Source: an optimization exercise on an open RTL-to-GDS flow (aim: a short achievable clock period and few clock cycles). Production flows keep margins and buffers that such runs may drop.
In this exercise RTL edits were held to simulation tests only and were not proved equivalent to the original.
Power is estimated from default activity; no workload was simulated.

Setup of oak:
Design processor, start of the top module:
module processor(
    input clock,
    input rst,
    input [31:0] instruction,
    output [31:0] current_PC,
    output mem_read,
    output mem_write,
    output [31:0]  address,
    output [31:0] mem_write_data,
    input [31:0] mem_read_data,
    output reg_write,
    output [4:0] rd,
    output reg [31:0] to_REG_WRITE_DATA
    );
Settings: LEC_CHECK=0, CAP_MARGIN=40, CORE_MARGIN=2, CORE_UTILIZATION=30, SETUP_SLACK_MARGIN=5, SLEW_MARGIN=30, SYNTH_HIERARCHICAL=1, TNS_END_PERCENT=100; clock period 11.5 ns.
run.sh (not shown) runs the stock make flow with config.mk's settings and CLKGATE_MAP_FILE= SYNTH_SCRIPT=/design/flow/synth_recipe.tcl, a recipe that flattens the netlist after the stock synthesis.
Both conditions hold for oak: the flow ran to the end and the final layout passed the timing, DRC and antenna checks.
Testbench counts of oak, summed over its fixed seeds: cycles 27,822.
[inputs] pine vs oak
--- a/flow/design.v
+++ b/flow/design.v
@@ -107,20 +107,20 @@
     operands ops_i (.fa(fa_e), .fb(fb_e), .fs(fs_e), .bypass(res_m), .a(a_e), .b(b_e), .sd(sd_e),
                     .A(A), .B(B), .SD(SDr));
     assign SD = fl_e ? mem_read_data : SDr;
     wire [31:0] sum, diff, rest;
     wire        borrow;
     adder      add_i (.inA(A), .inB(B), .out(sum));
     subtractor sub_i (.inA(A), .inB(B), .out(diff), .borrow(borrow));
     ALU alu_i (.A(A), .B(B), .sel({sel_e[10], sel_e[8:2]}), .imm(imm_e),
                .link({pcp4_e, 2'b00}), .result(rest));
-    wire lt  = (A[31] == B[31]) ? diff[31] : A[31];
-    wire ltu = borrow;
+    wire eq_AB, lt, ltu;
+    compare cmp_AB (.x(A), .y(B), .eq(eq_AB), .lt(lt), .ltu(ltu));
     wire [31:0] res_e = ({32{sel_e[0]}} & sum) | ({32{sel_e[1]}} & diff) | ({32{sel_e[9]}} & prel)
                       | {31'd0, (sel_e[11] & lt) | (sel_e[12] & ltu)} | rest;
     wire [2:0] eq3, lt3, ltu3;
     compare cmp_aa (.x(a_e),   .y(b_e),   .eq(eq3[0]), .lt(lt3[0]), .ltu(ltu3[0]));
     compare cmp_ra (.x(res_m), .y(b_e),   .eq(eq3[1]), .lt(lt3[1]), .ltu(ltu3[1]));
     compare cmp_ar (.x(a_e),   .y(res_m), .eq(eq3[2]), .lt(lt3[2]), .ltu(ltu3[2]));
     wire cond;
     ALU_controller br_i (.fa(fa_e), .fb(fb_e), .eq(eq3), .lt(lt3), .ltu(ltu3),
                          .btype(bty_e), .cond(cond));
@@ -129,28 +129,29 @@
     adder jtr_i (.inA(res_m), .inB(b_e), .out(jt_r));
     wire [31:2] jt = fa_e ? jt_r[31:2] : jt_a[31:2];
     wire jok_a, jok_r, ptgt_ok;
     imm_gen jca_i (.x(a_e),   .y(b_e), .k(ptgt_e), .equal(jok_a));
     imm_gen jcr_i (.x(res_m), .y(b_e), .k(ptgt_e), .equal(jok_r));
     imm_gen ptc_i (.x({pc_e, 2'b00}), .y(imm_e), .k(ptgt_e), .equal(ptgt_ok));
     wire jok = fa_e ? jok_r : jok_a;
     wire taken_e = jal_e || jalr_e || (br_e && cond);
     wire [31:2] atgt_e = jalr_e ? jt : prel[31:2];    
-    wire [31:2] rt1, rt0, rtgt, npc;
+    wire [31:2] rt1, rt0, npc1, npc0, npc;
     wire        red1, red0, redirect_ex;
     incrementer inc_i (.pc(pc_f), .pcp4(pcp4_f));
     redirect red_i (.rst(rst), .v(v_e), .br(br_e), .jal(jal_e), .jalr(jalr_e), .pt(pt_e), .tgt_ok(ptgt_ok),
                     .jalr_ok(jok), .prel(prel[31:2]), .pcp4_e(pcp4_e), .jt(jt),
                     .target_if_taken(rt1), .target_if_not(rt0),
                     .redirect_if_taken(red1), .redirect_if_not(red0));
-    multiplexor #(.W(30)) m_rt   (.control(cond), .inA(rt0), .inB(rt1), .out(rtgt));
+    multiplexor #(.W(30)) m_n1   (.control(red1), .inA(fd_next), .inB(rt1), .out(npc1));
+    multiplexor #(.W(30)) m_n0   (.control(red0), .inA(fd_next), .inB(rt0), .out(npc0));
+    multiplexor #(.W(30)) m_npc  (.control(cond), .inA(npc0), .inB(npc1), .out(npc));
     multiplexor #(.W(1))  m_red  (.control(cond), .inA(red0), .inB(red1), .out(redirect_ex));
-    multiplexor #(.W(30)) m_npc  (.control(redirect_ex), .inA(fd_next), .inB(rtgt), .out(npc));
     assign address = addr_o;
     assign mem_read = mrd_o;
     assign mem_write = mwr_o;
     assign mem_write_data = sd_m;
     assign reg_write = rw_o;
     assign rd = rd_o;
     always @* to_REG_WRITE_DATA = wd_o;
     reg [NB-1:0] um;
     always @* begin
## What came out
- In pine relative to oak, die area had gone up slightly.
- Changes observed in pine relative to oak: global-route usage moved down, cell count moved up.
- Re quantity of gates resized following cts: no difference whatsoever between oak and pine.
- On pine: fraction of power spent switching nets is 0.19 points higher than what oak gave.
- Comparing pine with oak, the utilization after layout came out essentially unchanged.
- Between oak and pine, the flow reports synthesized cell count increasing slightly.
- Measured against each other, pine and oak differ in count of clock buffers in the final design, the higher figure coming from oak.
- Compared pine against oak; relative contribution of the clock network to total power within noise.
- oak → pine: peak per-stage delay on the critical path lower; share of the final layout cell area in sequential cells lower.
Testbench counts of pine, summed over its fixed seeds: cycles 27,822.

[separate check: timing with driven ports]
The flow's constraints put no driver on any port. The routed layouts listed below were extracted and timed again, unchanged, in two steps.
Step 1 (the two cells are an assumption about what drives the block):
set clk [get_ports {clock}]
set_driving_cell -lib_cell sky130_fd_sc_hd__clkbuf_16 $clk
set_driving_cell -lib_cell sky130_fd_sc_hd__buf_2 [delete_from_list [all_inputs] $clk]
Step 2 moves the port delays by t, midway between the first and last clock arrival at a register: inputs arrive t later, outputs are due t later. That takes back most of the time a late clock gives input paths.
a / b / c = ideal ports / drivers / drivers and shift; a / b = the first two.
run	shift t [ns]	slack for setup (ns)	slew at the worst register clock pin (ns)
oak	1.076	5.537 / 5.639 / 4.563	0.08 / 0.08
pine	1.054	5.323 / 5.395 / 4.341	0.08 / 0.08
After both steps setup and hold are still met in every run listed. For pine, which loses most, drivers alone change the setup slack by +0.072 ns; drivers and shift together by -0.982 ns.
